This is an optimization exercise on Yosys and OpenROAD, whose aim is small area, not a production implementation.
Where RTL was checked, it was by simulation tests only, not by an equivalence proof against the original.
The RTL of run 2 was laid out without a check of its function.
In every run shown here, the design's own scripts or RTL, not TritonCTS, make the clock network.
No driver is modelled on the clock port, so clock power and skew are understated where the tree is cut down; a real chip needs a root buffer or a tree.
Power figures rest on the tool's default switching activity, not on a simulated workload.

===== flow/design.v =====
`timescale 1ns / 1ps
module btn_debounce(input wire clk, input wire rst, input wire btn, output wire press);
	localparam [4:0] I1 = 5'b00010;
	localparam [4:0] C19 = 5'b00000;
	localparam [4:0] P = 5'b00001;
	localparam [4:0] I0 = 5'b00011;
	reg btn_r0;
	reg [4:0] st;
	wire ld1 = btn_r0 & (st == C19 || st == P || st == I0 || st == I1);
	wire ld0 = ~btn_r0 & (st == I0);
	always @(posedge clk)
	if(rst) begin btn_r0 <= 1'b0; st <= I0; end
	else begin
		btn_r0 <= btn;
		if(ld1) st <= I1;
		else if(ld0) st <= I0;
		else st <= {st[3:0], st[4] ~^ st[2]};
	end
	assign press = (st == P);
endmodule
`timescale 1ns / 1ps
module top_module(
	input wire floor1_btn,
	input wire floor2_btn,
	input wire floor3_btn,
	input wire floor4_btn,
	output reg floor1_led,
	output reg floor2_led,
	output reg floor3_led,
	output reg floor4_led,
	output reg door_open_led,
	output reg door_close_led,
	input wire door_open_sw,
	input wire door_close_sw,
	input clk,
	input wire rst,
	output reg [10:0] display_floor,
	input wire call_btn,
	output reg call_led1,
	output reg call_led2,
	input wire out1_up_sw,
	input wire out2_up_sw,
	input wire out2_down_sw,
	input wire out3_up_sw,
	input wire out3_down_sw,
	input wire out4_down_sw,
	output reg out1_up_led,
	output reg out2_up_led,
	output reg out2_down_led,
	output reg out3_up_led,
	output reg out3_down_led,
	output reg out4_down_led,
	input wire led_out_test_sw
    );
	wire press1, press2, press3, press4, press_call;
	btn_debounce u_db1(.clk(clk), .rst(rst), .btn(floor1_btn), .press(press1));
	btn_debounce u_db2(.clk(clk), .rst(rst), .btn(floor2_btn), .press(press2));
	btn_debounce u_db3(.clk(clk), .rst(rst), .btn(floor3_btn), .press(press3));
	btn_debounce u_db4(.clk(clk), .rst(rst), .btn(floor4_btn), .press(press4));
	btn_debounce u_dbc(.clk(clk), .rst(rst), .btn(call_btn), .press(press_call));
	reg [10:0] n;
	wire tick = (n == 11'b01110100111);
	always @(posedge clk)
	if(rst || tick)
		n <= 11'd0;
	else
		n <= {n[9:0], n[10] ~^ n[8]};
	reg [1:0] now_floor;
	reg act;				 
	reg [1:0] tgt;			 
	reg [1:0] direction;
	reg [1:0] pointer;
	reg door_state;
	reg i1, i2, i3, i4;		 
	reg o1u, o2u, o2d, o3u, o3d, o4d;	 
	reg [5:0] last_sw;
	wire r1 = i1 | o1u;
	wire r2 = i2 | o2u | o2d;
	wire r3 = i3 | o3u | o3d;
	wire r4 = i4 | o4d;
	wire [3:0] req = {r1, r2, r3, r4};
	wire at_tgt = act & (tgt == now_floor);
	wire arr0 = at_tgt & (now_floor == 2'd0);
	wire arr1 = at_tgt & (now_floor == 2'd1);
	wire arr2 = at_tgt & (now_floor == 2'd2);
	wire arr3 = at_tgt & (now_floor == 2'd3);
	wire moving = act & (tgt != now_floor);
	reg        j_go;		 
	reg [1:0]  j_tgt;
	reg        j_ptr;		 
	reg [1:0]  j_pval;
	reg        j_clr;		 
	always @(*)
	begin
		j_go = 1'b0;
		j_tgt = 2'd0;
		j_ptr = 1'b0;
		j_pval = 2'b00;
		j_clr = 1'b0;
		case(req)
		4'b0000: j_clr = 1'b1;
		4'b0001: begin j_go = 1'b1; j_tgt = 2'd3; end
		4'b0010: begin j_go = 1'b1; j_tgt = 2'd2; end
		4'b0011:
			case(pointer)
			2'b00: begin j_go = 1'b1; j_tgt = (now_floor == 2'd3) ? 2'd3 : 2'd2; end
			2'b01: begin j_go = 1'b1; j_tgt = (o3d && !o3u) ? 2'd3 : 2'd2; end
			2'b10: begin j_go = 1'b1; j_tgt = 2'd3; end
			default: ;
			endcase
		4'b0100: begin j_go = 1'b1; j_tgt = 2'd1; end
		4'b0101:
			case(pointer)
			2'b00:
				case(now_floor)
				2'd0, 2'd1: begin j_go = 1'b1; j_tgt = 2'd1; end
				2'd3: begin j_go = 1'b1; j_tgt = 2'd3; end
				default: ;
				endcase
			2'b01: begin j_go = 1'b1; j_tgt = 2'd3; end
			2'b10: begin j_go = 1'b1; j_tgt = (!o2d && o2u) ? 2'd3 : 2'd1; end
			default: ;
			endcase
		4'b0110:
			case(pointer)
			2'b00:
				case(now_floor)
				2'd0: begin j_go = 1'b1; j_tgt = (o3d && !o3u && o2d && !o2u && !i2 && !i3) ? 2'd2 : 2'd1; end
				2'd1: begin j_go = 1'b1; j_tgt = 2'd1; end
				2'd2: begin j_go = 1'b1; j_tgt = 2'd2; end
				2'd3: begin j_go = 1'b1; j_tgt = (!o3d && o3u && !o2d && o2u && !i2 && !i3) ? 2'd1 : 2'd2; end
				endcase
			2'b01:
				if(!o2u && o2d)
				begin
					if(!o3u && o3d && now_floor == 2'd2)
					begin j_ptr = 1'b1; j_pval = 2'b10; end
					else
					begin j_go = 1'b1; j_tgt = 2'd2; end
				end
				else
				begin j_go = 1'b1; j_tgt = 2'd1; end
			2'b10:
				if(!o3d && o3u)
				begin
					if(!o2d && o2u && now_floor == 2'd1)
					begin j_ptr = 1'b1; j_pval = 2'b01; end
					else
					begin j_go = 1'b1; j_tgt = 2'd1; end
				end
				else
				begin j_go = 1'b1; j_tgt = 2'd2; end
			default: ;
			endcase
		4'b0111:
			case(pointer)
			2'b00: begin j_go = 1'b1; j_tgt = (now_floor == 2'd0) ? 2'd1 : now_floor; end
			2'b01: begin j_go = 1'b1; j_tgt = (o2d && !o2u) ? ((o3d && !o3u) ? 2'd3 : 2'd2) : 2'd1; end
			2'b10: begin j_go = 1'b1; j_tgt = 2'd3; end
			default: ;
			endcase
		4'b1000: begin j_go = 1'b1; j_tgt = 2'd0; end
		4'b1001:
			case(pointer)
			2'b00:
				case(now_floor)
				2'd0: begin j_go = 1'b1; j_tgt = 2'd0; end
				2'd3: begin j_go = 1'b1; j_tgt = 2'd3; end
				default: ;
				endcase
			2'b01: begin j_go = 1'b1; j_tgt = 2'd3; end
			2'b10: begin j_go = 1'b1; j_tgt = 2'd0; end
			default: ;
			endcase
		4'b1010:
			case(pointer)
			2'b00:
				case(now_floor)
				2'd0: begin j_go = 1'b1; j_tgt = 2'd0; end
				2'd2, 2'd3: begin j_go = 1'b1; j_tgt = 2'd2; end
				default: ;
				endcase
			2'b01: begin j_go = 1'b1; j_tgt = (!o3u && o3d) ? 2'd0 : 2'd2; end
			2'b10: begin j_go = 1'b1; j_tgt = 2'd0; end
			default: ;
			endcase
		4'b1011:
			case(pointer)
			2'b00:
				case(now_floor)
				2'd0: begin j_go = 1'b1; j_tgt = 2'd0; end
				2'd2: begin j_go = 1'b1; j_tgt = 2'd2; end
				2'd3: begin j_go = 1'b1; j_tgt = 2'd3; end
				default: ;
				endcase
			2'b01: begin j_go = 1'b1; j_tgt = (!o3u && o3d) ? 2'd3 : 2'd2; end
			2'b10: begin j_go = 1'b1; j_tgt = 2'd0; end
			default: ;
			endcase
		4'b1100:
			case(pointer)
			2'b00: begin j_go = 1'b1; j_tgt = (now_floor == 2'd0) ? 2'd0 : 2'd1; end
			2'b01: begin j_go = 1'b1; j_tgt = 2'd0; end
			2'b10: begin j_go = 1'b1; j_tgt = (!o2d && o2u) ? 2'd0 : 2'd1; end
			default: ;
			endcase
		4'b1101:
			case(pointer)
			2'b00:
				case(now_floor)
				2'd0: begin j_go = 1'b1; j_tgt = 2'd0; end
				2'd1: begin j_go = 1'b1; j_tgt = 2'd1; end
				2'd3: begin j_go = 1'b1; j_tgt = 2'd3; end
				default: ;
				endcase
			2'b01: begin j_go = 1'b1; j_tgt = 2'd3; end
			2'b10: begin j_go = 1'b1; j_tgt = (!o2d && o2u) ? 2'd0 : 2'd1; end
			default: ;
			endcase
		4'b1110:
			case(pointer)
			2'b00:
				if(now_floor != 2'd3)
				begin j_go = 1'b1; j_tgt = now_floor; end
			2'b01: begin j_go = 1'b1; j_tgt = 2'd0; end
			2'b10: begin j_go = 1'b1; j_tgt = (!o3d && o3u) ? ((!o2d && o2u) ? 2'd0 : 2'd1) : 2'd2; end
			default: ;
			endcase
		4'b1111:
			case(pointer)
			2'b00: begin j_go = 1'b1; j_tgt = now_floor; end
			2'b01: begin j_go = 1'b1; j_tgt = 2'd0; end
			2'b10: begin j_go = 1'b1; j_tgt = 2'd0; end
			default: ;
			endcase
		endcase
	end
	reg stop_here;
	always @(*)
	case(now_floor)
	2'd0: stop_here = i1 | o1u;
	2'd1: stop_here = i2 | (o2d && pointer == 2'b10) | (o2u && pointer == 2'b01);
	2'd2: stop_here = i3 | (o3d && pointer == 2'b10) | (o3u && pointer == 2'b01);
	default: stop_here = i4 | o4d;
	endcase
	wire going_up = tgt > now_floor;
	reg above, below, up_here, dn_here;
	always @(*)
	case(now_floor)
	2'd0: begin above = r2 | r3 | r4; below = 1'b0; up_here = o1u; dn_here = 1'b0; end
	2'd1: begin above = r3 | r4; below = r1; up_here = o2u; dn_here = o2d; end
	2'd2: begin above = r4; below = r1 | r2; up_here = o3u; dn_here = o3d; end
	default: begin above = 1'b0; below = r1 | r2 | r3; up_here = 1'b0; dn_here = o4d; end
	endcase
	wire a1_dn = !o2u && o2d && (req == 4'd4 || (!o3u && o3d && req == 4'd6));
	wire a1_up = o2u && !o2d && (req == 4'd4 || (o3u && !o3d && req == 4'd6));
	wire a2_dn = !o3u && o3d && (req == 4'd2 || (req == 4'd6 && !o2u && o2d));
	wire a2_up = o3u && !o3d && (req == 4'd2 || (req == 4'd6 && o2u && !o2d));
	always @(posedge clk)
	if(rst)
	begin
		now_floor <= 2'b00;
		act <= 1'b0;
		tgt <= 2'b00;
		direction <= 2'b00;
		pointer <= 2'b00;
	end
	else
	begin
		if(direction == 2'b00 && door_state == 0)
		begin
			if(above)
				direction <= 2'b01;
			else if(below)
				direction <= 2'b10;
		end
		if(pointer == 2'b00)
		begin
			if(above | up_here)
				pointer <= 2'b01;
			else if(dn_here | below)
				pointer <= 2'b10;
		end
		if(tick)
		begin
			if(!act)
			begin
				if(!door_state)
				begin
					if(j_clr)
					begin
						pointer <= 2'b00;
						direction <= 2'b00;
					end
					if(j_go)
					begin
						act <= 1'b1;
						tgt <= j_tgt;
					end
					if(j_ptr)
						pointer <= j_pval;
				end
			end
			else if(moving)
			begin
				if(stop_here)
					tgt <= now_floor;
				else if(going_up)
				begin
					now_floor <= now_floor + 2'd1;
					direction <= 2'b01;
					pointer <= 2'b01;
				end
				else
				begin
					now_floor <= now_floor - 2'd1;
					direction <= 2'b10;
					pointer <= 2'b10;
				end
			end
			else
			begin
				act <= 1'b0;
				direction <= 2'b00;
				if(arr0 && o1u)
					pointer <= 2'b01;
				if(arr1 && a1_dn)
					pointer <= 2'b10;
				if(arr1 && a1_up)
					pointer <= 2'b01;
				if(arr2 && a2_dn)
					pointer <= 2'b10;
				if(arr2 && a2_up)
					pointer <= 2'b01;
				if(arr3 && o4d)
					pointer <= 2'b10;
			end
		end
	end
	always @(posedge clk)
	if(rst)
		door_state <= 1'b0;
	else
	begin
		if(direction == 2'b00)
		begin
			if(door_open_sw)
				door_state <= 1'b1;
			else if(door_close_sw)
				door_state <= 1'b0;
		end
		if(tick)
		begin
			if(!act)
			begin
				if(!door_open_sw)
					door_state <= 1'b0;
			end
			else if(at_tgt)
				door_state <= 1'b1;
		end
	end
	wire clr1 = tick & arr0;
	wire clr2 = tick & arr1;
	wire clr3 = tick & arr2;
	wire clr4 = tick & arr3;
	always @(posedge clk)
	if(rst)
	begin
		i1 <= 1'b0; i2 <= 1'b0; i3 <= 1'b0; i4 <= 1'b0;
		floor1_led <= 1'b0; floor2_led <= 1'b0; floor3_led <= 1'b0; floor4_led <= 1'b0;
	end
	else
	begin
		i1 <= (i1 ^ press1) & ~clr1;
		i2 <= (i2 ^ press2) & ~clr2;
		i3 <= (i3 ^ press3) & ~clr3;
		i4 <= (i4 ^ press4) & ~clr4;
		floor1_led <= i1 & ~clr1;
		floor2_led <= i2 & ~clr2;
		floor3_led <= i3 & ~clr3;
		floor4_led <= i4 & ~clr4;
	end
	wire [5:0] sw = {out1_up_sw, out2_up_sw, out2_down_sw, out3_up_sw, out3_down_sw, out4_down_sw};
	wire [5:0] tog = sw ^ last_sw;
	wire [3:0] req_d = {floor1_led | out1_up_led, floor2_led | out2_up_led | out2_down_led,
		floor3_led | out3_up_led | out3_down_led, floor4_led | out4_down_led};
	wire rt2 = (req_d == 4'd2);
	wire rt4 = (req_d == 4'd4);
	wire rt6 = (req_d == 4'd6);
	always @(posedge clk)
	if(rst)
	begin
		o1u <= 1'b0; o2u <= 1'b0; o2d <= 1'b0; o3u <= 1'b0; o3d <= 1'b0; o4d <= 1'b0;
		last_sw <= 6'b0;
	end
	else
	begin
		last_sw <= sw;
		if(led_out_test_sw)
		begin
			o1u <= 1'b0; o2u <= 1'b0; o2d <= 1'b0; o3u <= 1'b0; o3d <= 1'b0; o4d <= 1'b0;
		end
		else
		begin
			o1u <= o1u ^ tog[5];
			o2u <= o2u ^ tog[4];
			o2d <= o2d ^ tog[3];
			o3u <= o3u ^ tog[2];
			o3d <= o3d ^ tog[1];
			o4d <= o4d ^ tog[0];
		end
		if(tick)
		begin
			if(arr0)
				o1u <= 1'b0;
			if(arr1)
			begin
				if(!o2u && o2d && (rt4 || (!o3u && o3d && rt6)))
					o2d <= 1'b0;
				if(o2u && !o2d && (rt4 || (o3u && !o3d && rt6)))
					o2u <= 1'b0;
				if(pointer == 2'b10)
					o2d <= 1'b0;
				if(pointer == 2'b01)
					o2u <= 1'b0;
				if(pointer == 2'b00)
				begin
					o2d <= 1'b0;
					o2u <= 1'b0;
				end
			end
			if(arr2)
			begin
				if(!o3u && o3d && (rt2 || (rt6 && !o2u && o2d)))
					o3d <= 1'b0;
				if(o3u && !o3d && (rt2 || (rt6 && o2u && !o2d)))
					o3u <= 1'b0;
				if(pointer == 2'b10)
					o3d <= 1'b0;
				if(pointer == 2'b01)
					o3u <= 1'b0;
				if(pointer == 2'b00)
				begin
					o3d <= 1'b0;
					o3u <= 1'b0;
				end
			end
			if(arr3)
				o4d <= 1'b0;
		end
	end
	always @(posedge clk)
	if(rst)
	begin
		out1_up_led <= 1'b0; out2_up_led <= 1'b0; out2_down_led <= 1'b0;
		out3_up_led <= 1'b0; out3_down_led <= 1'b0; out4_down_led <= 1'b0;
		door_open_led <= 1'b0; door_close_led <= 1'b0;
	end
	else
	begin
		out1_up_led <= o1u; out2_up_led <= o2u; out2_down_led <= o2d;
		out3_up_led <= o3u; out3_down_led <= o3d; out4_down_led <= o4d;
		door_open_led <= door_open_sw;
		door_close_led <= door_close_sw;
	end
	reg call_state;
	reg [8:0] m;
	wire blink = (m == 9'b110101001);
	always @(posedge clk)
	if(rst)
	begin
		call_state <= 1'b0;
		m <= 9'd0;
		call_led1 <= 1'b0;
		call_led2 <= 1'b0;
	end
	else
	begin
		if(press_call)
			call_state <= ~call_state;
		m <= (m == 9'b010100001) ? 9'd0 : {m[7:0], m[8] ~^ m[4]};
		if(blink)
		begin
			if(call_state)
			begin
				call_led1 <= ~call_led1;
				call_led2 <= call_led1;
			end
			else
			begin
				call_led1 <= 1'b0;
				call_led2 <= 1'b0;
			end
		end
	end
	reg [3:0] ph;
	reg [1:0] val;
	reg [1:0] slot, nslot;
	reg hold;
	wire [3:0] ph_next = (ph == 4'b0001) ? 4'b0110 : {ph[2:0], ph[3] ~^ ph[2]};
	always @(*)
	case(ph)
	4'b1011: begin slot = 2'd0; nslot = 2'd0; hold = 1'b0; end
	4'b0110: begin slot = 2'd0; nslot = 2'd0; hold = 1'b0; end
	4'b1100: begin slot = 2'd0; nslot = 2'd1; hold = 1'b0; end
	4'b1001: begin slot = 2'd1; nslot = 2'd1; hold = 1'b0; end
	4'b0010: begin slot = 2'd1; nslot = 2'd2; hold = 1'b0; end
	4'b0101: begin slot = 2'd2; nslot = 2'd2; hold = 1'b0; end
	4'b1010: begin slot = 2'd2; nslot = 2'd3; hold = 1'b0; end
	4'b0100: begin slot = 2'd3; nslot = 2'd3; hold = 1'b0; end
	4'b1000: begin slot = 2'd3; nslot = 2'd3; hold = 1'b1; end
	4'b0000: begin slot = 2'd3; nslot = 2'd3; hold = 1'b1; end
	4'b0001: begin slot = 2'd3; nslot = 2'd0; hold = 1'b0; end
	default: begin slot = 2'd0; nslot = 2'd0; hold = 1'b0; end
	endcase
	always @(posedge clk)
	if(rst)
	begin
		ph <= 4'b1011;
		val <= 2'b00;
	end
	else
	begin
		ph <= ph_next;
		if(!hold)
			case(nslot)
			2'd0: val <= now_floor;
			2'd1: val <= pointer;
			2'd2: val <= {1'b0, door_state};
			default: val <= direction;
			endcase
	end
	always @(*)
	case({slot, val})
	4'b00_00: display_floor = 11'b1110_1001111;
	4'b00_01: display_floor = 11'b1110_0010010;
	4'b00_10: display_floor = 11'b1110_0000110;
	4'b00_11: display_floor = 11'b1110_1001100;
	4'b01_00: display_floor = 11'b1111_1111111;
	4'b01_01: display_floor = 11'b1101_0011101;
	4'b01_10: display_floor = 11'b1101_1100011;
	4'b10_00: display_floor = 11'b1011_0110001;
	4'b10_01: display_floor = 11'b1011_0000001;
	4'b11_00: display_floor = 11'b0111_1111110;
	4'b11_01: display_floor = 11'b0111_0111111;
	4'b11_10: display_floor = 11'b0111_1110111;
	default:  display_floor = 11'b1111_1111111;
	endcase
endmodule

===== flow/flow/run.sh =====
#!/bin/bash
# The standard ORFS layout (standard.sh) with these changes:
#  - synthesis maps the logic with an area-oriented ABC script (synth_area.tcl),
#    best of a few &deepsyn seeds, and leaves adders to ABC (no half-adder
#    extraction); yosys's steps, registers and names are those of
#    synth_recipe.tcl
#  - ports are buffered with the smallest buffer
#  - clock tree: manual_cts.tcl replaces ORFS's CTS step; the clock port
#    drives four 16x clock buffers, each driving a quarter of the flip-flops
# Each tool's output is in orfs/logs/ (the clock tree step's in
# orfs/logs/sky130hd/top_module/base/4_1_cts.log); make's output in standard.log.
set -e
F=$PWD/flow
ARGS=(SYNTH_SCRIPT=$F/synth_area.tcl AREA_ABC_SEEDS=6 AREA_ABC_STEPS=500 ADDER_MAP_FILE=
  "BUFFER_PORTS_ARGS=-buffer_cell sky130_fd_sc_hd__buf_1")
bash standard.sh "${ARGS[@]}" place > standard.log 2>&1
bash standard.sh "${ARGS[@]}" run RUN_SCRIPT=$F/manual_cts.tcl RUN_LOG_NAME_STEM=4_1_cts >> standard.log 2>&1
bash standard.sh "${ARGS[@]}" finish >> standard.log 2>&1

===== flow/flow/manual_cts.tcl =====
# In place of ORFS's CTS step (cts.tcl): the clock port drives four 16x
# clock buffers directly, each driving a quarter of the flip-flops, split by
# placement (at the median x, then at the median y in each half). The rest
# follows cts.tcl: legalize, repair timing, legalize, write 4_1_cts.odb and
# 4_cts.sdc.
utl::set_metrics_stage "cts__{}"
source $::env(SCRIPTS_DIR)/load.tcl
erase_non_stage_variables cts
load_design 3_place.odb 3_place.sdc

proc manual_clock_tree { nbuf master_name } {
  set block [ord::get_db_block]
  set master [[ord::get_db] findMaster $master_name]
  set clk_net [$block findNet clk]
  set sinks {}
  foreach it [$clk_net getITerms] {
    set box [[$it getInst] getBBox]
    lappend sinks [list $it [expr {([$box xMin] + [$box xMax]) / 2}] \
      [expr {([$box yMin] + [$box yMax]) / 2}]]
  }
  set byx [lsort -integer -index 1 $sinks]
  set half [expr {[llength $byx] / 2}]
  set k [expr {$nbuf / 2}]
  set groups {}
  foreach part [list [lrange $byx 0 [expr {$half - 1}]] [lrange $byx $half end]] {
    set byy [lsort -integer -index 2 $part]
    set m [llength $byy]
    for {set g 0} {$g < $k} {incr g} {
      lappend groups [lrange $byy [expr {$g * $m / $k}] [expr {($g + 1) * $m / $k - 1}]]
    }
  }
  set i 0
  foreach grp $groups {
    set net [odb::dbNet_create $block "clknet_$i"]
    $net setSigType CLOCK
    set inst [odb::dbInst_create $block $master "clkbuf_$i"]
    set sx 0
    set sy 0
    foreach s $grp {
      set it [lindex $s 0]
      $it disconnect
      $it connect $net
      incr sx [lindex $s 1]
      incr sy [lindex $s 2]
    }
    set cnt [llength $grp]
    [$inst findITerm A] connect $clk_net
    [$inst findITerm X] connect $net
    $inst setLocation [expr {$sx / $cnt}] [expr {$sy / $cnt}]
    $inst setPlacementStatus PLACED
    puts "clock buffer clkbuf_$i drives $cnt flip-flops"
    incr i
  }
}

manual_clock_tree 4 sky130_fd_sc_hd__clkbuf_16
set_propagated_clock [all_clocks]

set_placement_padding -global \
  -left $::env(CELL_PAD_IN_SITES_DETAIL_PLACEMENT) \
  -right $::env(CELL_PAD_IN_SITES_DETAIL_PLACEMENT)
detailed_placement
estimate_parasitics -placement
report_clock_skew
if { !$::env(SKIP_CTS_REPAIR_TIMING) } {
  repair_timing_helper
  detailed_placement
}
check_placement -verbose
report_metrics 4 "cts final"
orfs_write_db $::env(RESULTS_DIR)/4_1_cts.odb
orfs_write_sdc $::env(RESULTS_DIR)/4_cts.sdc

===== flow/flow/synth_area.tcl =====
# synth_recipe.tcl with an area-oriented ABC mapping in place of ORFS's
# delay-oriented one: the same yosys steps, registers and names; only the
# combinational logic between the registers is mapped differently.
# The mapping tries a few seeds of ABC's &deepsyn (each stopping after a
# fixed number of steps without improvement, so the result does not depend on
# the machine's speed) and keeps the netlist with the smallest cell area.
proc synth {args} { yosys synth -nofsm -noshare {*}$args }
proc abc {args} {
  set out {}
  set libs {}
  set skip 0
  set prev ""
  foreach a $args {
    if { $skip } { set skip 0; set prev $a; continue }
    if { $a eq "-script" || $a eq "-D" || $a eq "-constr" } { set skip 1; continue }
    if { $prev eq "-liberty" } { lappend libs -liberty $a }
    lappend out $a
    set prev $a
  }
  set seeds [expr { [info exists ::env(AREA_ABC_SEEDS)] ? $::env(AREA_ABC_SEEDS) : 4 }]
  set steps [expr { [info exists ::env(AREA_ABC_STEPS)] ? $::env(AREA_ABC_STEPS) : 500 }]
  yosys design -save pre_abc
  set best -1
  for { set s 0 } { $s < $seeds } { incr s } {
    yosys design -load pre_abc
    set f $::env(OBJECTS_DIR)/area_$s.abc
    set fh [open $f w]
    puts $fh "strash\n&get -n\n&deepsyn -S $s -J $steps -T 600\n&put\ndch -f\namap\ntopo"
    close $fh
    yosys abc -script $f {*}$out
    set rpt $::env(OBJECTS_DIR)/area_$s.txt
    yosys tee -q -o $rpt stat {*}$libs
    set fh [open $rpt r]
    set txt [read $fh]
    close $fh
    regexp {Chip area for module '[^']*': ([0-9.]+)} $txt -> area
    puts "area ABC seed $s: $area"
    if { $best < 0 || $area < $best } {
      set best $area
      yosys design -save best_abc
    }
  }
  yosys design -load best_abc
  puts "area ABC best: $best"
}
source $::env(SCRIPTS_DIR)/synth.tcl
# left out here: clear keep_hierarchy, flatten, clean up, hide names made inside functions, write 1_2_yosys.v

===== flow/standard.sh =====
#!/bin/bash
# synth_recipe.tcl (not shown) runs the flow's synth.tcl, then flattens the netlist and writes it again
# the make line also repeats each setting of config.mk as NAME=value (left out here)
make -C /OpenROAD-flow-scripts/flow DESIGN_CONFIG=/design/flow/config.mk WORK_HOME=/design/flow/orfs CLKGATE_MAP_FILE= SYNTH_SCRIPT=/design/flow/synth_recipe.tcl "${@:-finish}"

===== flow/config.mk =====
export PLATFORM = sky130hd
export DESIGN_NAME = top_module
export DESIGN_NICKNAME = top_module
export VERILOG_FILES = /design/flow/design.v
export SDC_FILE = /design/flow/constraint.sdc
export NUM_CORES = 4
export LEC_CHECK = 0
export CAP_MARGIN = 20
export CORE_MARGIN = 2
export CORE_UTILIZATION = 40
export SLEW_MARGIN = 20

===== flow/constraint.sdc =====
create_clock -name core_clock -period 10.0 [get_ports {clk}]
set_input_delay 2.0000 -clock core_clock [delete_from_list [all_inputs] [get_ports {clk}]]
set_output_delay 2.0000 -clock core_clock [all_outputs]
set_load 0.01 [all_outputs]

==> impl_metrics.env, run 1 <==
export IMPL_power_leakage_nw=1.574
export IMPL_synth_largest_area_cell="dfxtp_1"
export IMPL_synth_xor_area_share_pct=0
export IMPL_max_freq_mhz=239.0
export IMPL_cp_arrival_ns=2.18
export IMPL_power_density_mw_per_mm2=157.4
export IMPL_synth_edff_count=0
export IMPL_dr_total_vias=3650
export IMPL_cap_violations=0
export IMPL_die_w_um=104.0
export IMPL_async_reset_ff_share_pct=0
export IMPL_insertion_delay_ns=0.16
export IMPL_synthSimpleGateAreaFrac_pct=28.53
export IMPL_crit_buf_inv=4
export IMPL_initial_core_util_pct=41.15
export IMPL_area_delta_synth_final_pct=10.63
export IMPL_syn_area_per_cell_um2=7.744
export IMPL_synth_top_family_by_area="simple AND/OR/NAND/NOR gates"
export IMPL_clkTransAtPathRegs_ns=0.09
export IMPL_ios=41
export IMPL_synth_seq_cells=97
export IMPL_synth_area_mm2=0.004004
export IMPL_die_h_um=104.0
export IMPL_ys_warn_count=2
export IMPL_period_share_pct=41.83
export IMPL_rows=36
export IMPL_wl_per_cell_um=12.48
export IMPL_skew_ns=0.009797
export IMPL_hold_viol_final=0
export IMPL_drive_gt1_share_pct=1.068
export IMPL_multi_input_area_mm2=0.001799
export IMPL_yosysSeqAreaShare_pct=48.50
export IMPL_synth_mux_area_share_pct=0
export IMPL_antenna_found_initial=0
export IMPL_ant_nets=0
export IMPL_pre_cts_slack_ns=6.022
export IMPL_period_needed_ns=4.183
export IMPL_tightest_slew_ns=0.9932
export IMPL_gp_congestion=0.9515
export IMPL_hold_class="register to register"
export IMPL_overflow=0
export IMPL_dieArea_mm2=0.01083
export IMPL_rsz0062_at_grt="no"
export IMPL_final_setup_viol_count=0
export IMPL_cp_slowest_cell="dfxtp_1"
export IMPL_drtIter0Drc=179
export IMPL_yosys_area_top_type_share_pct=48.50
export IMPL_hpwl_um=6457
export IMPL_synth_compound_area_share_pct=16.41
export IMPL_diodes=0
export IMPL_synth_most_common_cell="nor2_1"
export IMPL_drv_slew=0
export IMPL_critPathTopFamily="simple AND/OR/NAND/NOR gates"
export IMPL_layout_setup_ws_ns=5.817
export IMPL_cts_setup_buffers=0
export IMPL_r2r_slack_ns=6.49
export IMPL_wl_um=8675
export IMPL_worst_path_max_fanout=6
export IMPL_synthTopCellsByArea="dfxtp_1 49%, nor2_1 12%, clkinv_1 6.6%, nor3_1 3.4%, a21oi_1 3.1%"
export IMPL_syn_inst=517
export IMPL_synthAdderAreaFrac_pct=0
export IMPL_cts_resized=0
export IMPL_first_pass_iters=4
export IMPL_grt_usage_pct=15.98
export IMPL_ys_flop_type="dfxtp_1"
export IMPL_crit_chain="clkinv_1 -> nor2_1 -> nor2_1 -> o21ai_0 -> clkinv_1 -> nor2_1 -> clkinv_1 -> nor4_1 -> o22ai_1 -> buf_1"
export IMPL_critical_path_required_ns=8.00
export IMPL_final_fill_count=1015
export IMPL_core_area_mm2=0.009729
export IMPL_grt_pass1_vias=3441
export IMPL_cts_hold_buf=0
export IMPL_synth_nets=533
export IMPL_tns_ns=0
export IMPL_seq_area_mm2=0.001942
export IMPL_grt_max_degree=66
export IMPL_start_kind="register"
export IMPL_synthTopCellsByCount="125 x nor2_1, 97 x dfxtp_1, 70 x clkinv_1"
export IMPL_yosysUniqueCellTypes=35
export IMPL_portBuffers=40
export IMPL_fin_nets=580
export IMPL_avgViaCountPerCell=5.252
export IMPL_outcome="finished clean"
export IMPL_slew_headroom_pct=32.92
export IMPL_cpPeakStageDelay_ns=0.43
export IMPL_grt_pass1_wl_um=15350
export IMPL_ir_worst_vdd_uv=123.4
export IMPL_crit_path_end_kind="output port"
export IMPL_drc=0
export IMPL_critical_path_class="register to output port"
==> per-layer routing <==
| layer | global-route usage [%] | share of wire, % |
|---|---|---|
| met4 | 2.124 | 1.3 |
| met3 | 1.316 | 4.1 |
| met2 | 27.40 | 45 |
| met1 | 22.57 | 50 |
| met5 | 0 | 0 |
==> metrics by stage <==
step           power, mW  instances  instance area, µm²  util (%)  hold slack [ns]
3_5_place_dp      0.5389        691                4329     44.50           0.4181
3_3_place_gp      0.5382        691                4329     44.50           0.4144
2_1_floorplan     0.5059        517                4004         -           0.4009
6_report          0.6973        695                4429     45.52           0.4262
5_1_grt           0.7393        695                4429     45.52           0.4496
==> kinds of logic after synthesis <==
family | after synthesis
simple gates | 248
compound gates | 102
flops | 97
buf+inv | 70
==> tightest hold or removal path, cell delays in order, from the launching register on <==
cell	delay (ns)
dfxtp_1	0.31
clkinv_1	0.05
nor2_1	0.04
==> cells in the final DEF, fill, tap and decap left out, types with 2 or more instances in the layout <==
cell type,Yosys,routed
a2111oi_0,9,9
a31oi_1,4,4
o32ai_1,2,2
nand2_1,30,30
a211oi_1,4,4
or4_1,2,2
clkinv_1,70,70
and3_1,7,7
o22ai_1,8,8
a22oi_1,2,2
nor4b_1,5,5
o211ai_1,5,5
buf_1,0,39
a32oi_1,3,3
a21oi_1,25,25
o221ai_1,2,2
nand3_1,6,6
or2_0,4,4
nor3b_1,2,2
o21a_1,4,4
nor2_1,125,125
clkbuf_16,0,4
nor4_1,5,5
dfxtp_1,97,97
nor3_1,27,27
or3_1,7,7
a221oi_1,3,3
nand4_1,9,9
nor2b_1,18,18
o21ai_0,25,25
==> final cells by class <==
cell class | count | area share, %
Timing Repair Buffer | 41 | 3.588
Buffer | 4 | 2.260
Inverter | 70 | 5.932
Sequential cell | 97 | 43.84
Multi-Input combinational cell | 350 | 40.62
Tap cell | 133 | 3.757
==> state kept, by name, indices dropped and copies added (netlist names), 2 cells and up <==
register   count
u_db2.st       5
val            2
ph             4
pointer        2
u_db3.st       5
m              9
last_sw        6
u_dbc.st       5
now_floor      2
tgt            2
u_db4.st       5
direction      2
u_db1.st       5
n             11
==> where the power goes <==
part	switching, mW	total (mW)	internal [mW]
sequential	0.0161	0.424	0.408
combinational	0.0687	0.107	0.0380
clock	0.0932	0.166	0.0733
==> final timing paths <==
kind,depth (start not counted),startpoint,end
setup / recovery,10,ph[2],display_floor[4]
setup reg to reg,15,i3,tgt[0]
hold reg to reg,2,n[4],n[5]
hold / removal,2,n[4],n[5]
==> inputs of run 2 (changes only) <==
--- a/flow/design.v
+++ b/flow/design.v
@@ -262,5 +262,4 @@
 		now_floor <= 2'b00;
 		act <= 1'b0;
-		tgt <= 2'b00;
 		direction <= 2'b00;
 		pointer <= 2'b00;
@@ -465,34 +464,4 @@
 		door_close_led <= door_close_sw;
 	end
-	reg call_state;
-	reg [8:0] m;
-	wire blink = (m == 9'b110101001);
-	always @(posedge clk)
-	if(rst)
-	begin
-		call_state <= 1'b0;
-		m <= 9'd0;
-		call_led1 <= 1'b0;
-		call_led2 <= 1'b0;
-	end
-	else
-	begin
-		if(press_call)
-			call_state <= ~call_state;
-		m <= (m == 9'b010100001) ? 9'd0 : {m[7:0], m[8] ~^ m[4]};
-		if(blink)
-		begin
-			if(call_state)
-			begin
-				call_led1 <= ~call_led1;
-				call_led2 <= call_led1;
-			end
-			else
-			begin
-				call_led1 <= 1'b0;
-				call_led2 <= 1'b0;
-			end
-		end
-	end
 	reg [3:0] ph;
 	reg [1:0] val;
@@ -500,4 +469,5 @@
 	reg hold;
 	wire [3:0] ph_next = (ph == 4'b0001) ? 4'b0110 : {ph[2:0], ph[3] ~^ ph[2]};
+	wire t_odd = (ph == 4'b0110) | (ph == 4'b1001) | (ph == 4'b0101) | (ph == 4'b0100) | (ph == 4'b0000);
 	always @(*)
 	case(ph)
@@ -532,4 +502,34 @@
 			endcase
 	end
+	reg call_state;
+	reg [7:0] b;
+	wire blink = (b == 8'd0) & t_odd;
+	always @(posedge clk)
+	if(rst)
+	begin
+		call_state <= 1'b0;
+		b <= 8'd0;
+		call_led1 <= 1'b0;
+		call_led2 <= 1'b0;
+	end
+	else
+	begin
+		if(press_call)
+			call_state <= ~call_state;
+		b <= (b == 8'b10100111) ? 8'd0 : {b[6:0], b[7] ~^ b[4]};
+		if(blink)
+		begin
+			if(call_state)
+			begin
+				call_led1 <= ~call_led1;
+				call_led2 <= call_led1;
+			end
+			else
+			begin
+				call_led1 <= 1'b0;
+				call_led2 <= 1'b0;
+			end
+		end
+	end
 	always @(*)
 	case({slot, val})
==> impl_metrics.env, run 2 <==
export IMPL_synth_nets=522
export IMPL_top_layer_used="met4"
export IMPL_cap_violations=0
export IMPL_gp_congestion=0.8982
export IMPL_power_leakage_nw=1.575
export IMPL_drc=0
export IMPL_final_fill_count=1014
export IMPL_max_freq_mhz=224.9
export IMPL_dr_total_vias=3576
export IMPL_critical_path_class="register to output port"
export IMPL_area_delta_synth_final_pct=10.65
export IMPL_async_reset_ff_share_pct=0
export IMPL_syn_area_per_cell_um2=7.915
export IMPL_final_area_mm2=0.004432
export IMPL_core_area_mm2=0.009729
export IMPL_ys_warn_count=2
export IMPL_wl_met3_um=393
export IMPL_wl_met2_um=3989
export IMPL_layout_setup_ws_ns=5.553
export IMPL_synth_edff_count=2
export IMPL_seq_area_mm2=0.001942
export IMPL_drv_slew=0
export IMPL_rsz0062_at_grt="no"
export IMPL_wl_um=8906
export IMPL_syn_inst=506
export IMPL_initial_core_util_pct=41.17
export IMPL_insertion_delay_ns=0.16
export IMPL_yosys_area_top_type_share_pct=46.99
export IMPL_cts_resized=0
export IMPL_ys_flop_type="dfxtp_1"
export IMPL_start_kind="register"
export IMPL_tightest_slew_ns=0.9415
export IMPL_reg_top3="n (11), b (8), last_sw (6)"
export IMPL_portBuffers=40
export IMPL_cp_arrival_ns=2.45
export IMPL_avgViaCountPerCell=5.228
export IMPL_ant_nets=0
export IMPL_mostFrequentLayoutCells="114 x nor2_1, 94 x dfxtp_1, 63 x clkinv_1"
export IMPL_drive_gt1_share_pct=1.089
export IMPL_rows=36
export IMPL_die_h_um=104.1
export IMPL_outcome="finished clean"
export IMPL_largest_register="n"
export IMPL_crit_path_end_kind="output port"
export IMPL_grt_usage_pct=16.12
export IMPL_slew_headroom_pct=36.41
export IMPL_wl_per_cell_um=13.02
export IMPL_largest_reg_flops=11
export IMPL_p_total_uw=704.0
export IMPL_period_share_pct=44.47
export IMPL_multi_input_area_mm2=0.001828
export IMPL_skew_ns=0.01581
export IMPL_final_setup_viol_count=0
export IMPL_fin_nets=569
export IMPL_tns_ns=0
export IMPL_placed_cell_area_mm2=0.004330
export IMPL_wl_met1_um=4338
export IMPL_die_w_um=104.1
export IMPL_clkTransAtPathRegs_ns=0.09
export IMPL_synthTopCellsByArea="dfxtp_1 47%, nor2_1 11%, clkinv_1 5.9%, o21ai_0 3.7%, nor2b_1 3.6%"
export IMPL_grt_max_degree=63
export IMPL_hold_class="register to register"
export IMPL_synth_largest_area_cell="dfxtp_1"
export IMPL_cts_hold_buf=0
export IMPL_critical_path_required_ns=8.00
export IMPL_grt_pass1_vias=3375
export IMPL_antenna_found_initial=0
export IMPL_period_needed_ns=4.447
export IMPL_worst_path_max_fanout=8
export IMPL_dieArea_mm2=0.01083
export IMPL_pre_cts_slack_ns=5.810
export IMPL_final_common_cell="nor2_1"
export IMPL_synth_seq_cells=96
export IMPL_yosysUniqueCellTypes=39
export IMPL_ir_worst_vdd_uv=77.67
export IMPL_place_inst=680
export IMPL_hold_viol_final=0
export IMPL_hpwl_um=6668
export IMPL_power_density_mw_per_mm2=158.9
export IMPL_synthTopCellsByCount="114 x nor2_1, 94 x dfxtp_1, 63 x clkinv_1"
export IMPL_overflow=0
export IMPL_yosysSeqAreaShare_pct=48.48
export IMPL_first_pass_iters=4
export IMPL_synth_most_common_cell="nor2_1"
export IMPL_fin_cells=684
export IMPL_cts_setup_buffers=0
export IMPL_synth_area_mm2=0.004005
export IMPL_grt_pass1_wl_um=15270
export IMPL_ios=41
export IMPL_diodes=0
export IMPL_drtIter0Drc=174
==> run 2: final cells by class <==
class	count	area share [%]
multi-input cells	347	41.25
well taps	133	3.755
inverters	63	5.336
flip-flops and latches	96	43.82
plain buffers	4	2.259
repair buffers	41	3.586
==> run 2: critical path: stages, from the launching register on <==
cell and delay [ns]:
dfxtp_1 0.40, clkinv_1 0.21, a22oi_1 0.25, o21ai_0 0.18, nor2_1 0.21, clkinv_1 0.13
o21ai_0 0.37, nor2_1 0.14, nor2_1 0.13, o21a_1 0.13, buf_1 0.15
==> run 2: through the flow <==
step	hold slack [ns]	util, %
3_3_place_gp	0.4139	44.51
6_report	0.4231	45.55
5_1_grt	0.4518	45.55
2_1_floorplan	0.3979	-
3_5_place_dp	0.4180	44.51
==> run 2: final timing paths <==
path                                          to  slack [ns]  depth (start not counted)   from
worst max-delay path            display_floor[6]        5.55                         10  ph[2]
worst min-delay path                        n[4]        0.42                          2   n[3]
worst max register to register            tgt[1]        6.76                         12    o4d
worst min register to register              n[4]        0.42                          2   n[3]
==> run 2: per-layer routing <==
| metal | up-vias | global-route usage (%) |
|---|---|---|
| met3 | 13 | 1.003 |
| met5 | - | 0 |
| met2 | 86 | 27.82 |
| met1 | 1616 | 22.53 |
| li1 | 1861 | - |
| met4 | 0 | 2.799 |
==> run 2: power by group <==
| part | switching, mW | leakage [nW] | internal [mW] |
|---|---|---|---|
| Sequential | 0.0164 | 0.789 | 0.406 |
| Combinational | 0.0709 | 0.737 | 0.0427 |
| Clock | 0.0951 | 0.0493 | 0.0734 |
| Total | 0.182 | 1.57 | 0.522 |
==> run 2: cells by family (layout without fill, tap and decap cells) <==
logic type	Yosys count	after routing	share of synthesized area (%)
flip-flops	96	96	48.48
AND/OR/NAND/NOR	232	232	26.90
AO/OA/AOI/OAI	115	115	18.71
buffers and inverters	63	108	5.904
==> inputs of run 3 (changes only) <==
--- a/flow/design.v
+++ b/flow/design.v
@@ -1,8 +1,13 @@
 `timescale 1ns / 1ps
-module btn_debounce(input wire clk, input wire rst, input wire btn, output wire press);
-	localparam [4:0] I1 = 5'b00010;
-	localparam [4:0] C19 = 5'b00000;
-	localparam [4:0] P = 5'b00001;
-	localparam [4:0] I0 = 5'b00011;
+module btn_debounce(
+	input wire clk,
+	input wire rst,
+	input wire btn,
+	output wire press
+    );
+	localparam [4:0] I1  = 5'b01000;
+	localparam [4:0] C19 = 5'b01010;
+	localparam [4:0] P   = 5'b01011;
+	localparam [4:0] I0  = 5'b01001;
 	reg btn_r0;
 	reg [4:0] st;
@@ -10,10 +15,18 @@
 	wire ld0 = ~btn_r0 & (st == I0);
 	always @(posedge clk)
-	if(rst) begin btn_r0 <= 1'b0; st <= I0; end
-	else begin
+	if(rst)
+	begin
+		btn_r0 <= 1'b0;
+		st <= I0;
+	end
+	else
+	begin
 		btn_r0 <= btn;
-		if(ld1) st <= I1;
-		else if(ld0) st <= I0;
-		else st <= {st[3:0], st[4] ~^ st[2]};
+		if(ld1)
+			st <= I1;
+		else if(ld0)
+			st <= I0;
+		else
+			st <= {~st[3:0], st[4] ~^ st[2]};
 	end
 	assign press = (st == P);
@@ -60,10 +73,10 @@
 	btn_debounce u_dbc(.clk(clk), .rst(rst), .btn(call_btn), .press(press_call));
 	reg [10:0] n;
-	wire tick = (n == 11'b01110100111);
+	wire tick = (n == 11'b00101100010);
 	always @(posedge clk)
 	if(rst || tick)
 		n <= 11'd0;
 	else
-		n <= {n[9:0], n[10] ~^ n[8]};
+		n <= {~n[9:0], n[10] ~^ n[8]};
 	reg [1:0] now_floor;
 	reg act;				 
@@ -262,4 +275,5 @@
 		now_floor <= 2'b00;
 		act <= 1'b0;
+		tgt <= 2'b00;
 		direction <= 2'b00;
 		pointer <= 2'b00;
@@ -464,50 +478,12 @@
 		door_close_led <= door_close_sw;
 	end
-	reg [3:0] ph;
-	reg [1:0] val;
-	reg [1:0] slot, nslot;
-	reg hold;
-	wire [3:0] ph_next = (ph == 4'b0001) ? 4'b0110 : {ph[2:0], ph[3] ~^ ph[2]};
-	wire t_odd = (ph == 4'b0110) | (ph == 4'b1001) | (ph == 4'b0101) | (ph == 4'b0100) | (ph == 4'b0000);
-	always @(*)
-	case(ph)
-	4'b1011: begin slot = 2'd0; nslot = 2'd0; hold = 1'b0; end
-	4'b0110: begin slot = 2'd0; nslot = 2'd0; hold = 1'b0; end
-	4'b1100: begin slot = 2'd0; nslot = 2'd1; hold = 1'b0; end
-	4'b1001: begin slot = 2'd1; nslot = 2'd1; hold = 1'b0; end
-	4'b0010: begin slot = 2'd1; nslot = 2'd2; hold = 1'b0; end
-	4'b0101: begin slot = 2'd2; nslot = 2'd2; hold = 1'b0; end
-	4'b1010: begin slot = 2'd2; nslot = 2'd3; hold = 1'b0; end
-	4'b0100: begin slot = 2'd3; nslot = 2'd3; hold = 1'b0; end
-	4'b1000: begin slot = 2'd3; nslot = 2'd3; hold = 1'b1; end
-	4'b0000: begin slot = 2'd3; nslot = 2'd3; hold = 1'b1; end
-	4'b0001: begin slot = 2'd3; nslot = 2'd0; hold = 1'b0; end
-	default: begin slot = 2'd0; nslot = 2'd0; hold = 1'b0; end
-	endcase
-	always @(posedge clk)
-	if(rst)
-	begin
-		ph <= 4'b1011;
-		val <= 2'b00;
-	end
-	else
-	begin
-		ph <= ph_next;
-		if(!hold)
-			case(nslot)
-			2'd0: val <= now_floor;
-			2'd1: val <= pointer;
-			2'd2: val <= {1'b0, door_state};
-			default: val <= direction;
-			endcase
-	end
 	reg call_state;
-	reg [7:0] b;
-	wire blink = (b == 8'd0) & t_odd;
+	reg [8:0] m;
+	wire blink = (m == 9'b010011000);
 	always @(posedge clk)
 	if(rst)
 	begin
 		call_state <= 1'b0;
-		b <= 8'd0;
+		m <= 9'd0;
 		call_led1 <= 1'b0;
 		call_led2 <= 1'b0;
@@ -517,5 +493,5 @@
 		if(press_call)
 			call_state <= ~call_state;
-		b <= (b == 8'b10100111) ? 8'd0 : {b[6:0], b[7] ~^ b[4]};
+		m <= (m == 9'b110011111) ? 9'd0 : {~m[7:0], m[8] ~^ m[4]};
 		if(blink)
 		begin
@@ -532,4 +508,41 @@
 		end
 	end
+	reg [3:0] ph;
+	reg [1:0] val;
+	reg [1:0] slot, nslot;
+	reg hold;
+	wire [3:0] ph_next = (ph == 4'b1001) ? 4'b0110 : {~ph[2:0], ph[3] ^ ph[0]};
+	always @(*)
+	case(ph)
+	4'b0100: begin slot = 2'd0; nslot = 2'd0; hold = 1'b0; end
+	4'b0110: begin slot = 2'd0; nslot = 2'd0; hold = 1'b0; end
+	4'b0010: begin slot = 2'd0; nslot = 2'd1; hold = 1'b0; end
+	4'b1010: begin slot = 2'd1; nslot = 2'd1; hold = 1'b0; end
+	4'b1011: begin slot = 2'd1; nslot = 2'd2; hold = 1'b0; end
+	4'b1000: begin slot = 2'd2; nslot = 2'd2; hold = 1'b0; end
+	4'b1111: begin slot = 2'd2; nslot = 2'd3; hold = 1'b0; end
+	4'b0000: begin slot = 2'd3; nslot = 2'd3; hold = 1'b0; end
+	4'b1110: begin slot = 2'd3; nslot = 2'd3; hold = 1'b1; end
+	4'b0011: begin slot = 2'd3; nslot = 2'd3; hold = 1'b1; end
+	4'b1001: begin slot = 2'd3; nslot = 2'd0; hold = 1'b0; end
+	default: begin slot = 2'd0; nslot = 2'd0; hold = 1'b0; end
+	endcase
+	always @(posedge clk)
+	if(rst)
+	begin
+		ph <= 4'b0100;
+		val <= 2'b00;
+	end
+	else
+	begin
+		ph <= ph_next;
+		if(!hold)
+			case(nslot)
+			2'd0: val <= now_floor;
+			2'd1: val <= pointer;
+			2'd2: val <= {1'b0, door_state};
+			default: val <= direction;
+			endcase
+	end
 	always @(*)
 	case({slot, val})
==> impl_metrics.env, run 3 <==
export IMPL_grt_pass1_vias=3166
export IMPL_start_kind="register"
export IMPL_fin_nets=552
export IMPL_clkTransAtPathRegs_ns=0.09
export IMPL_power_leakage_nw=1.531
export IMPL_cap_violations=0
export IMPL_ant_nets=0
export IMPL_grt_pass1_wl_um=14520
export IMPL_hpwl_um=6265
export IMPL_core_area_mm2=0.009594
export IMPL_wl_per_cell_um=12.71
export IMPL_power_density_mw_per_mm2=163.3
export IMPL_portBuffers=40
export IMPL_ios=41
export IMPL_synth_area_mm2=0.003892
export IMPL_insertion_delay_ns=0.16
export IMPL_slew_headroom_pct=55.48
export IMPL_cpPeakStageDelay_ns=0.38
export IMPL_cp_arrival_ns=2.24
export IMPL_critical_path_class="register to output port"
export IMPL_antenna_found_initial=0
export IMPL_grt_usage_pct=16.40
export IMPL_overflow=0
export IMPL_skew_ns=0.01084
export IMPL_crit_path_end_kind="output port"
export IMPL_tightest_slew_ns=0.6678
export IMPL_critical_path_startpoint="ph[1]"
export IMPL_yosysUniqueCellTypes=40
export IMPL_diodes=0
export IMPL_layout_setup_ws_ns=5.760
export IMPL_drv_slew=0
export IMPL_synth_largest_area_cell="dfxtp_1"
export IMPL_synth_nets=505
export IMPL_final_common_cell="nor2_1"
export IMPL_wl_um=8479
export IMPL_drive_gt1_share_pct=1.124
export IMPL_max_freq_mhz=235.8
export IMPL_rsz0062_at_grt="no"
export IMPL_synthTopCellsByCount="128 x nor2_1, 97 x dfxtp_1, 48 x clkinv_1"
export IMPL_drtIter0Drc=145
export IMPL_die_w_um=102.6
export IMPL_cts_resized=0
export IMPL_final_area_mm2=0.004318
export IMPL_ys_warn_count=2
export IMPL_yosys_area_top_type_share_pct=49.89
export IMPL_period_needed_ns=4.240
export IMPL_syn_inst=489
export IMPL_crit_chain="clkinv_1 -> nor2_1 -> clkinv_1 -> nor2_1 -> nor2_1 -> nor2_1 -> clkinv_1 -> o21ai_0 -> nor2_1 -> nor2_1 -> a21oi_1 -> buf_1"
export IMPL_synthTopCellsByArea="dfxtp_1 50%, nor2_1 12%, clkinv_1 4.6%, a21oi_1 3.6%, nor2b_1 3.1%"
export IMPL_gp_congestion=0.9262
export IMPL_pre_cts_slack_ns=5.970
export IMPL_reg_top3="n (11), m (9), last_sw (6)"
export IMPL_die_h_um=102.6
export IMPL_crit_top_cell="nor2_1"
export IMPL_ir_worst_vdd_uv=92.16
export IMPL_hold_class="register to register"
export IMPL_dieArea_mm2=0.01054
export IMPL_area_delta_synth_final_pct=10.93
export IMPL_min_from="u_dbc.st[2]"
export IMPL_drc=0
export IMPL_ys_flop_type="dfxtp_1"
export IMPL_placed_cell_area_mm2=0.004218
export IMPL_syn_area_per_cell_um2=7.960
export IMPL_cts_setup_buffers=0
export IMPL_timing_hold_ws_ns=0.4074
export IMPL_avgViaCountPerCell=5.223
export IMPL_synth_edff_count=0
export IMPL_final_setup_viol_count=0
export IMPL_period_share_pct=42.40
export IMPL_outcome="finished clean"
export IMPL_largest_reg_flops=11
export IMPL_synth_seq_cells=97
export IMPL_synth_most_common_cell="nor2_1"
export IMPL_fin_util_pct=45.01
export IMPL_dr_total_vias=3484
export IMPL_worst_path_max_fanout=4
export IMPL_cts_hold_buf=0
export IMPL_final_fill_count=984
export IMPL_initial_core_util_pct=40.57
export IMPL_async_reset_ff_share_pct=0
export IMPL_cp_slowest_cell="dfxtp_1"
export IMPL_largest_register="n"
export IMPL_mostFrequentLayoutCells="128 x nor2_1, 97 x dfxtp_1, 48 x clkinv_1"
export IMPL_yosysSeqAreaShare_pct=49.89
export IMPL_grt_max_degree=66
export IMPL_tns_ns=0
export IMPL_rows=36
export IMPL_r2r_start="now_floor[0]"
export IMPL_first_pass_iters=5
export IMPL_hold_viol_final=0
export IMPL_critical_path_required_ns=8.00
[run 3: area by class of cell]
type	count	area, µm²	area share (%)
tap	133	166.4	3.854
inverter	48	180.2	4.173
sequential	97	1942	44.97
buffer	4	100.1	2.318
timing repair buffer	41	158.9	3.680
multi-input combinational	344	1770	41.00
[run 3: path summary, 6_finish.rpt]
| path | end | slack [ns] | cells past startpoint |
|---|---|---|---|
| min | u_dbc.st[3] | 0.41 | 1 |
| min reg2reg | u_dbc.st[3] | 0.41 | 1 |
| max | display_floor[4] | 5.76 | 12 |
| max reg2reg | act | 7.01 | 12 |
[run 3: cell families after synthesis]
family | count (synthesis) | synth area share, %
DFF | 97 | 49.89
and+or+nand+nor | 233 | 26.71
buffers and inverters | 48 | 4.629
AOI/OAI and AO/OA | 111 | 18.77
[run 3: worst max-delay path, delay by kind of cell, from the launching register on]
| kind | cells | cell delay, ns |
|---|---|---|
| simple gates | 6 | 0.88 |
| buf+inv | 4 | 0.52 |
| flops | 1 | 0.38 |
| compound gates | 2 | 0.30 |
[run 3: power breakdown]
group / switching (mW) / internal (mW) / leakage (nW)
registers: 0.0212 / 0.414 / 0.799
logic: 0.0645 / 0.0388 / 0.682
clock network: 0.0927 / 0.0733 / 0.0493
total: 0.178 / 0.527 / 1.53
[run 3: metrics by stage]
stage | cells | total power [mW]
floorplan | 489 | 0.5139
global placement | 663 | 0.5460
global route | 667 | 0.7451
finish | 667 | 0.7051
detailed placement | 663 | 0.5477
[run 3: per-layer routing]
metal / share of wire [%] / GRT usage (%) / vias to the layer above
li1: - / - / 1803
met1: 47 / 22.33 / 1563
met2: 46 / 29.21 / 102
met3: 5.3 / 1.153 / 16
met4: 1.8 / 2.359 / 0
met5: 0 / 0 / -
==> inputs of run 4 (changes only) <==
--- a/flow/flow/run.sh
+++ b/flow/flow/run.sh
@@ -12,5 +12,5 @@
 set -e
 F=$PWD/flow
-ARGS=(SYNTH_SCRIPT=$F/synth_area.tcl AREA_ABC_SEEDS=6 AREA_ABC_STEPS=500 ADDER_MAP_FILE=
+ARGS=(SYNTH_SCRIPT=$F/synth_area.tcl AREA_ABC_SEEDS=1 AREA_ABC_STEPS=50 ADDER_MAP_FILE=
   "BUFFER_PORTS_ARGS=-buffer_cell sky130_fd_sc_hd__buf_1")
 bash standard.sh "${ARGS[@]}" place > standard.log 2>&1
--- a/flow/flow/manual_cts.tcl
+++ b/flow/flow/manual_cts.tcl
@@ -1,7 +1,6 @@
-# In place of ORFS's CTS step (cts.tcl): the clock port drives four 16x
-# clock buffers directly, each driving a quarter of the flip-flops, split by
-# placement (at the median x, then at the median y in each half). The rest
-# follows cts.tcl: legalize, repair timing, legalize, write 4_1_cts.odb and
-# 4_cts.sdc.
+# In place of ORFS's CTS step (cts.tcl): the clock port drives three or four
+# 16x clock buffers directly, each driving a group of the flip-flops split by
+# placement. The rest follows cts.tcl: legalize, repair timing, legalize,
+# write 4_1_cts.odb and 4_cts.sdc.
 utl::set_metrics_stage "cts__{}"
 source $::env(SCRIPTS_DIR)/load.tcl
@@ -9,5 +8,7 @@
 load_design 3_place.odb 3_place.sdc
 
-proc manual_clock_tree { nbuf master_name } {
+# Build the tree: the flip-flops are split into nx columns by x, each column
+# into ny groups by y; a buffer at each group's centre drives the group.
+proc manual_clock_tree { nx ny master_name } {
   set block [ord::get_db_block]
   set master [[ord::get_db] findMaster $master_name]
@@ -20,12 +21,12 @@
   }
   set byx [lsort -integer -index 1 $sinks]
-  set half [expr {[llength $byx] / 2}]
-  set k [expr {$nbuf / 2}]
+  set n [llength $byx]
   set groups {}
-  foreach part [list [lrange $byx 0 [expr {$half - 1}]] [lrange $byx $half end]] {
+  for {set c 0} {$c < $nx} {incr c} {
+    set part [lrange $byx [expr {$c * $n / $nx}] [expr {($c + 1) * $n / $nx - 1}]]
     set byy [lsort -integer -index 2 $part]
     set m [llength $byy]
-    for {set g 0} {$g < $k} {incr g} {
-      lappend groups [lrange $byy [expr {$g * $m / $k}] [expr {($g + 1) * $m / $k - 1}]]
+    for {set g 0} {$g < $ny} {incr g} {
+      lappend groups [lrange $byy [expr {$g * $m / $ny}] [expr {($g + 1) * $m / $ny - 1}]]
     }
   }
@@ -52,9 +53,63 @@
     incr i
   }
+  return $i
 }
 
-manual_clock_tree 4 sky130_fd_sc_hd__clkbuf_16
+# Undo manual_clock_tree: the flip-flops go back on the clock net.
+proc remove_clock_tree { nbuf } {
+  set block [ord::get_db_block]
+  set clk_net [$block findNet clk]
+  for {set i 0} {$i < $nbuf} {incr i} {
+    set net [$block findNet "clknet_$i"]
+    set inst [$block findInst "clkbuf_$i"]
+    foreach it [$net getITerms] {
+      if { [$it getInst] != $inst } {
+        $it disconnect
+        $it connect $clk_net
+      }
+    }
+    odb::dbInst_destroy $inst
+    odb::dbNet_destroy $net
+  }
+}
+
+proc worst_clock_pin_slew { } {
+  set worst 0
+  foreach p [get_pins -hierarchical */CLK] {
+    set s [get_property $p slew_max]
+    if { $s > $worst } { set worst $s }
+  }
+  return $worst
+}
+
+set_placement_padding -global \
+  -left $::env(CELL_PAD_IN_SITES_DETAIL_PLACEMENT) \
+  -right $::env(CELL_PAD_IN_SITES_DETAIL_PLACEMENT)
+
+set best_nx 2
+set best_ny 2
+set best_slew 1e9
+foreach cfg {{1 3} {3 1}} {
+  lassign $cfg nx ny
+  set nb [manual_clock_tree $nx $ny sky130_fd_sc_hd__clkbuf_16]
+  detailed_placement
+  set_propagated_clock [all_clocks]
+  estimate_parasitics -placement
+  set sl [worst_clock_pin_slew]
+  puts "three buffers ($nx x $ny): worst estimated clock pin slew $sl"
+  remove_clock_tree $nb
+  if { $sl < $best_slew } {
+    set best_slew $sl
+    set best_nx $nx
+    set best_ny $ny
+  }
+}
+if { $best_slew > 0.124 } {
+  set best_nx 2
+  set best_ny 2
+}
+puts "clock tree: $best_nx x $best_ny buffers"
+manual_clock_tree $best_nx $best_ny sky130_fd_sc_hd__clkbuf_16
 set_propagated_clock [all_clocks]
-
 set_placement_padding -global \
   -left $::env(CELL_PAD_IN_SITES_DETAIL_PLACEMENT) \
==> impl_metrics.env, run 4 <==
export IMPL_slew_headroom_pct=49.96
export IMPL_drtIter0Drc=160
export IMPL_synth_top_family_by_area="simple AND/OR/NAND/NOR gates"
export IMPL_place_inst=693
export IMPL_critical_path_class="register to output port"
export IMPL_period_share_pct=39.76
export IMPL_crit_chain="clkinv_1 -> o22ai_1 -> nor2_1 -> o21ai_0 -> clkinv_1 -> nand2_1 -> o21ai_0 -> a31oi_1 -> buf_1"
export IMPL_layout_setup_ws_ns=6.024
export IMPL_final_common_cell="nor2_1"
export IMPL_cts_setup_buffers=0
export IMPL_grt_pass1_wl_um=15990
export IMPL_hold_viol_final=0
export IMPL_p_sw_share_pct=26.42
export IMPL_r2r_end="pointer[0]"
export IMPL_yosysUniqueCellTypes=36
export IMPL_p_switching_uw=182.6
export IMPL_p_int_uw=508.5
export IMPL_drc=0
export IMPL_core_area_mm2=0.009774
export IMPL_grt_pass1_vias=3466
export IMPL_syn_inst=519
export IMPL_ant_nets=0
export IMPL_critical_path_startpoint="ph[1]"
export IMPL_skew_ns=0.009132
export IMPL_cpPeakStageDelay_ns=0.36
export IMPL_antenna_found_initial=0
export IMPL_period_needed_ns=3.976
export IMPL_yosys_area_top_type_share_pct=48.09
export IMPL_synth_xor_area_share_pct=0
export IMPL_overflow=0
export IMPL_first_pass_iters=4
export IMPL_syn_area_per_cell_um2=7.780
export IMPL_drive_gt1_share_pct=0.8881
export IMPL_yosysSeqAreaShare_pct=48.09
export IMPL_max_freq_mhz=251.5
export IMPL_synthTopCellsByArea="dfxtp_1 48%, nor2_1 13%, clkinv_1 5.5%, a21oi_1 4.1%, o21ai_0 3.5%"
export IMPL_dr_total_vias=3654
export IMPL_synth_compound_area_share_pct=18.47
export IMPL_largest_reg_flops=11
export IMPL_p_comb_share_pct=15.4
export IMPL_ys_flop_type="dfxtp_1"
export IMPL_synth_seq_cells=97
export IMPL_fin_cells=696
export IMPL_grt_max_degree=64
export IMPL_async_reset_ff_share_pct=0
export IMPL_ios=41
export IMPL_synth_mux_area_share_pct=0
export IMPL_final_setup_viol_count=0
export IMPL_wl_per_cell_um=13.16
export IMPL_insertion_delay_ns=0.18
export IMPL_start_kind="register"
export IMPL_ir_worst_vdd_uv=88.99
export IMPL_pwr_share_clk_pct=22.1
export IMPL_dieArea_mm2=0.01091
export IMPL_wl_um=9156
export IMPL_tightest_slew_ns=0.7448
export IMPL_synthTopCellsByCount="136 x nor2_1, 97 x dfxtp_1, 59 x clkinv_1"
export IMPL_rsz0062_at_grt="no"
export IMPL_largest_register="n"
export IMPL_synth_area_mm2=0.004038
export IMPL_area_delta_synth_final_pct=9.916
export IMPL_synth_largest_area_cell="dfxtp_1"
export IMPL_r2r_slack_ns=6.78
export IMPL_tns_ns=0
export IMPL_r2r_start="now_floor[1]"
export IMPL_diodes=0
export IMPL_cp_arrival_ns=1.98
export IMPL_synth_most_common_cell="nor2_1"
export IMPL_critical_path_required_ns=8.00
export IMPL_power_leakage_nw=1.560
export IMPL_crit_path_end_kind="output port"
export IMPL_gp_congestion=0.9621
export IMPL_cts_hold_buf=0
export IMPL_fin_nets=581
export IMPL_cts_resized=0
export IMPL_p_total_uw=691.1
export IMPL_hpwl_um=6818
export IMPL_outcome="finished clean"
export IMPL_synthSimpleGateAreaFrac_pct=27.95
export IMPL_min_from="n[6]"
export IMPL_drv_slew=0
export IMPL_synthAdderAreaFrac_pct=0
export IMPL_grt_usage_pct=16.65
export IMPL_mostFrequentLayoutCells="136 x nor2_1, 97 x dfxtp_1, 59 x clkinv_1"
export IMPL_worst_path_max_fanout=8
export IMPL_clkTransAtPathRegs_ns=0.12
export IMPL_initial_core_util_pct=41.31
export IMPL_die_w_um=104.5
export IMPL_reg2reg_depth=11
export IMPL_cp_slowest_cell="dfxtp_1"
export IMPL_ys_warn_count=2
export IMPL_seq_area_mm2=0.001942
export IMPL_synth_edff_count=0
export IMPL_synth_nets=535
export IMPL_pwr_share_seq_pct=62.5
export IMPL_final_fill_count=1026
export IMPL_multi_input_area_mm2=0.001874
export IMPL_power_density_mw_per_mm2=155.7
export IMPL_portBuffers=40
export IMPL_cap_violations=0
export IMPL_crit_path_end="display_floor[3]"
export IMPL_reg_top3="n (11), m (9), last_sw (6)"
export IMPL_die_h_um=104.5
export IMPL_pre_cts_slack_ns=6.114
export IMPL_hold_class="register to register"
export IMPL_avgViaCountPerCell=5.250
export IMPL_rows=36
[run 4: cell types whose count changed after synthesis, moves of 5 or more]
cell / previous run / this run
clkinv_1: 48 / 59
nand2_1: 29 / 24
nor2_1: 128 / 136
a21oi_1: 28 / 33
o21ai_0: 23 / 28
[run 4: kinds of logic after synthesis]
kind of cell	after synthesis
and+or+nand+nor	246
AOI/OAI and AO/OA	117
DFF	97
buffers and inverters	59
[run 4: critical path, delay by kind of cell (launching register included)]
kind | cells | cell delay (ns)
AND/OR/NAND/NOR | 2 | 0.22
buffers and inverters | 3 | 0.48
AO/OA/AOI/OAI | 4 | 0.73
flip-flops | 1 | 0.36
[run 4: power by group through the flow]
stage                     logic, mW  clock network [mW]  registers, mW
after floorplan              0.0758                   0          0.436
after global placement        0.105                   0          0.440
after detailed placement      0.106                   0          0.440
after CTS                     0.106               0.158          0.432
after global routing          0.121               0.172          0.436
final                         0.106               0.153          0.432
[run 4: layout make-up]
type / count / share of cell area, %
plain buffers: 3 / 1.692
inverters: 59 / 4.990
multi-input cells: 363 / 42.23
flip-flops and latches: 97 / 43.76
well taps: 133 / 3.750
repair buffers: 41 / 3.580
[run 4: routing by layer]
layer | global-route usage [%] | part of all wire (%) | up-vias
li1 | - | - | 1890
met1 | 23.11 | 49 | 1672
met2 | 29.23 | 46 | 81
met3 | 0.8772 | 3.8 | 11
met4 | 2.220 | 1.5 | 0
met5 | 0 | 0 | -
[run 4: worst min-delay path by stage]
stage	to	slack (ns)	depth (start not counted)
2_1_floorplan	u_db4.st[3]	0.37	1
3_3_place_gp	n[7]	0.39	1
3_5_place_dp	u_db4.st[3]	0.39	1
4_1_cts	n[7]	0.42	1
5_1_grt	n[7]	0.43	1
6_report	n[7]	0.41	1
[run 4: stage by stage]
step                hold slack (ns)  utilization, %  cell area, µm²
floorplan                    0.3714               -            4038
global placement             0.3907           44.64            4363
detailed placement           0.3865           44.64            4363
global route                 0.4318           45.40            4438
finish                       0.4099           45.40            4438

-- re-timing with driven ports --
The results above use ideal ports. As a check the final layouts listed here were re-extracted and re-timed, cells and wires unchanged. Step 1 assumes that a clkbuf_16 drives the clock port and a buf_2 every other input. Step 2 moves the port delays by t, midway between the first and last clock arrival at a register: inputs arrive t later, outputs are due t later. That takes back most of the time a late clock gives input paths. Three values: ideal ports, drivers, drivers and shift; two values: the first two.
run | t (ns) | setup slack, ns | worst register clock-pin slew, ns | pins driven straight from the clock port
run 1 | 0.230 | 5.817 / 5.738 / 5.969 | 0.09 / 0.09 | 4
run 2 | 0.234 | 5.553 / 5.475 / 5.709 | 0.10 / 0.10 | 4
run 3 | 0.230 | 5.760 / 5.681 / 5.911 | 0.09 / 0.09 | 4
run 4 | 0.230 | 6.024 / 5.966 / 6.178 | 0.12 / 0.12 | 3
After both steps setup and hold are still met in every run listed.
